What follows belongs to an exercise in optimizing a design on an open flow for small area; a production flow would make more cautious choices. Only simulation tests tie the RTL to the original design; equivalence was not proved.

==> job 1792 <==
## RiscvTesterUncached
module RiscvTesterUncached (
  output              io_i_cmd_valid,
  input               io_i_cmd_ready,
  output     [31:0]   io_i_cmd_payload_pc,
  input               io_i_rsp_valid,
  output              io_i_rsp_ready,
  input      [31:0]   io_i_rsp_payload_instruction,
  input      [31:0]   io_i_rsp_payload_pc,
  output              io_d_cmd_valid,
  input               io_d_cmd_ready,
  output              io_d_cmd_payload_wr,
  output     [31:0]   io_d_cmd_payload_address,
  output     [31:0]   io_d_cmd_payload_data,
  output     [1:0]    io_d_cmd_payload_size,
  input               io_d_rsp_valid,
  output              io_d_rsp_ready,
  input      [31:0]   io_d_rsp_payload,
  output              io_iCheck_valid,
  output     [31:0]   io_iCheck_payload_address,
  output     [31:0]   io_iCheck_payload_data,
  input               io_iCmdDrive,
  input               io_iRspDrive,
  input               io_dCmdDrive,
  input               io_dRspDrive,
  input               io_doCacheFlush,
  output              io_cpuCmdLog_valid,
  output              io_cpuCmdLog_payload_wr,
  output     [31:0]   io_cpuCmdLog_payload_address,
  output     [31:0]   io_cpuCmdLog_payload_data,
  output     [1:0]    io_cpuCmdLog_payload_size,
  output              io_cpuRspLog_valid,
  output     [31:0]   io_cpuRspLog_payload,
  input      [3:0]    io_interrupt,
  input               clk,
  input               reset
);
  integer k;
  wire        c_icmd_valid;
  wire [31:0] c_icmd_pc;
  wire        c_icmd_ready = io_i_cmd_ready & io_iCmdDrive;
  wire        c_irsp_valid = io_i_rsp_valid & io_iRspDrive;
  wire        c_irsp_ready;
  assign io_i_cmd_valid = c_icmd_valid & io_iCmdDrive;
  ...
Settings: LEC_CHECK=0, CAP_MARGIN=20, CORE_MARGIN=2, CORE_UTILIZATION=40, SLEW_MARGIN=20, SYNTH_HIERARCHICAL=1, SYNTH_MINIMUM_KEEP_SIZE=0; clock period 11.0 ns.
run.sh (not shown) runs the stock make flow with config.mk's settings and CLKGATE_MAP_FILE= SYNTH_SCRIPT=/design/flow/synth_recipe.tcl, a recipe that flattens the netlist after the stock synthesis.
==> job 6652 (differences from job 1792) <==
--- a/flow/design.v
+++ b/flow/design.v
@@ -170,13 +170,13 @@
   reg         wb_unaligned;
   reg         wb_instVal;
   reg         wb_rfen;
   reg         w2r_valid;
   reg         rf_wen;
   reg  [4:0]  rf_waddr;
-  reg  [31:0] rf_wdata;
+  reg  [7:0]  rf_wdata;
   reg  [7:0]  irq_mask;
   reg         flushMemResp;
   reg         inIrq;
   reg  [31:0] exitPc;
   reg         irqUnalignedSeen;
   reg         irqPending;
@@ -587,14 +587,15 @@
       wb_unaligned <= e1_unaligned;
       wb_instVal <= e1_instVal;
       wb_rfen <= e1_rfen;
     end
     rf_wen <= wb_out_valid;
     rf_waddr <= wb_rd;
-    rf_wdata <= rfData;
-    if (rf_wen & (rf_waddr != 5'd0)) rf[rf_waddr] <= rf_wdata;
+    rf_wdata <= rfData[7:0];
+    if (wb_out_valid & (wb_rd != 5'd0)) rf[wb_rd][31:8] <= rfData[31:8];
+    if (rf_wen & (rf_waddr != 5'd0)) rf[rf_waddr][7:0] <= rf_wdata;
     if (noIrq) irqUnalignedSeen <= irqUnaligned;
     irqPending <= ((irq_masked & ~8'h02) != 8'h0);
     if (takeUnaligned) exitPc <= wb_result;
     else if (takeExt) exitPc <= d_pc;
   end
   assign io_iCheck_valid = e0_out_valid;
==> flow/config.mk (replaced) <==
export PLATFORM = sky130hd
export DESIGN_NAME = RiscvTesterUncached
export DESIGN_NICKNAME = RiscvTesterUncached
export VERILOG_FILES = /design/flow/design.v
export SDC_FILE = /design/flow/constraint.sdc
export NUM_CORES = 4
export LEC_CHECK = 0
export CAP_MARGIN = 10
export CORE_MARGIN = 2
export CORE_UTILIZATION = 40
export CTS_BUF_LIST = sky130_fd_sc_hd__clkbuf_16
export CTS_CLUSTER_DIAMETER = 80
export CTS_CLUSTER_SIZE = 26
export SLEW_MARGIN = 10
export SYNTH_HIERARCHICAL = 1
export SYNTH_MINIMUM_KEEP_SIZE = 0
==> notes <==
Design area: job 6652 is smaller than job 1792 (2.3%). Against job 1792, the fmax of job 6652 is higher by about 0.9%. Against job 6652, the clock skew of job 1792 is lower by 0.010 ns. Against job 6652, the clock-buffer cell count of job 1792 is higher by 176. In job 1792 the sequential share of layout area is lower than in job 6652, by 0.68 points. Between job 1792 and job 6652, the lower final cell count is in job 6652 (gap 0.32%, measured against job 6652). Between job 1792 and job 6652, the lower first-iteration DRC count is in job 1792 (gap about 0.7%, measured against job 6652).
==> figures <==
| metric | job 6652 | job 1792 |
|---|---|---|
| Result of the run | finished clean | finished clean |
| Placed standard-cell area | 138500 µm² | 137900 µm² |
| Netlist cell types | 121 | 112 |
| Synthesized-area fraction occupied by and/or/nand/nor cells | 9.763% | 9.330% |
| Final-layout clock-cell area share | 2.678% | 5.479% |
| Worst slack, placed | 0.7924 ns | 0.6964 ns |
| Clk slew on worst S/H paths | 0.10 ns | 0.06 ns |
| Worst hold slack | 0.4332 ns | 0.4169 ns |
| Syn_area_per_cell | 12.57 µm² | 12.72 µm² |
| Critical path startpoint | e0_instr[20] | e0_instr[24] |
| Non-clock buffer total of the final layout | 895 | 815 |
| Gpl congestion | 1.026 | 0.9903 |
| Cell area after layout | 143100 µm² | 146400 µm² |

## port drivers added, routing unchanged
In the flow no input, the clock included, has a driving cell. The finished layouts below were timed again as built, in two steps. Step 1 (the two cells are an assumption about what drives the block):
set clk [get_ports {clk}]
set_driving_cell -lib_cell sky130_fd_sc_hd__clkbuf_16 $clk
set_driving_cell -lib_cell sky130_fd_sc_hd__buf_2 [delete_from_list [all_inputs] $clk]
Step 2, shift: input delay + t, output delay - t, t = (earliest + latest rising clock arrival at the registers) / 2. This alone moves slack from input paths to output paths. a / b / c = no drivers / after step 1 / after step 2; a / b = the first two.
run | t (ns) | setup WS [ns] | worst setup path at the end | slew at the worst register clock pin (ns)
job 1792 | 1.000 | 0.172 / 0.076 / 1.075 | register to output | 0.07 / 0.07
job 6652 | 0.994 | 0.272 / 0.171 / 1.165 | register to output | 0.11 / 0.11
After both steps every run listed still meets setup and hold.
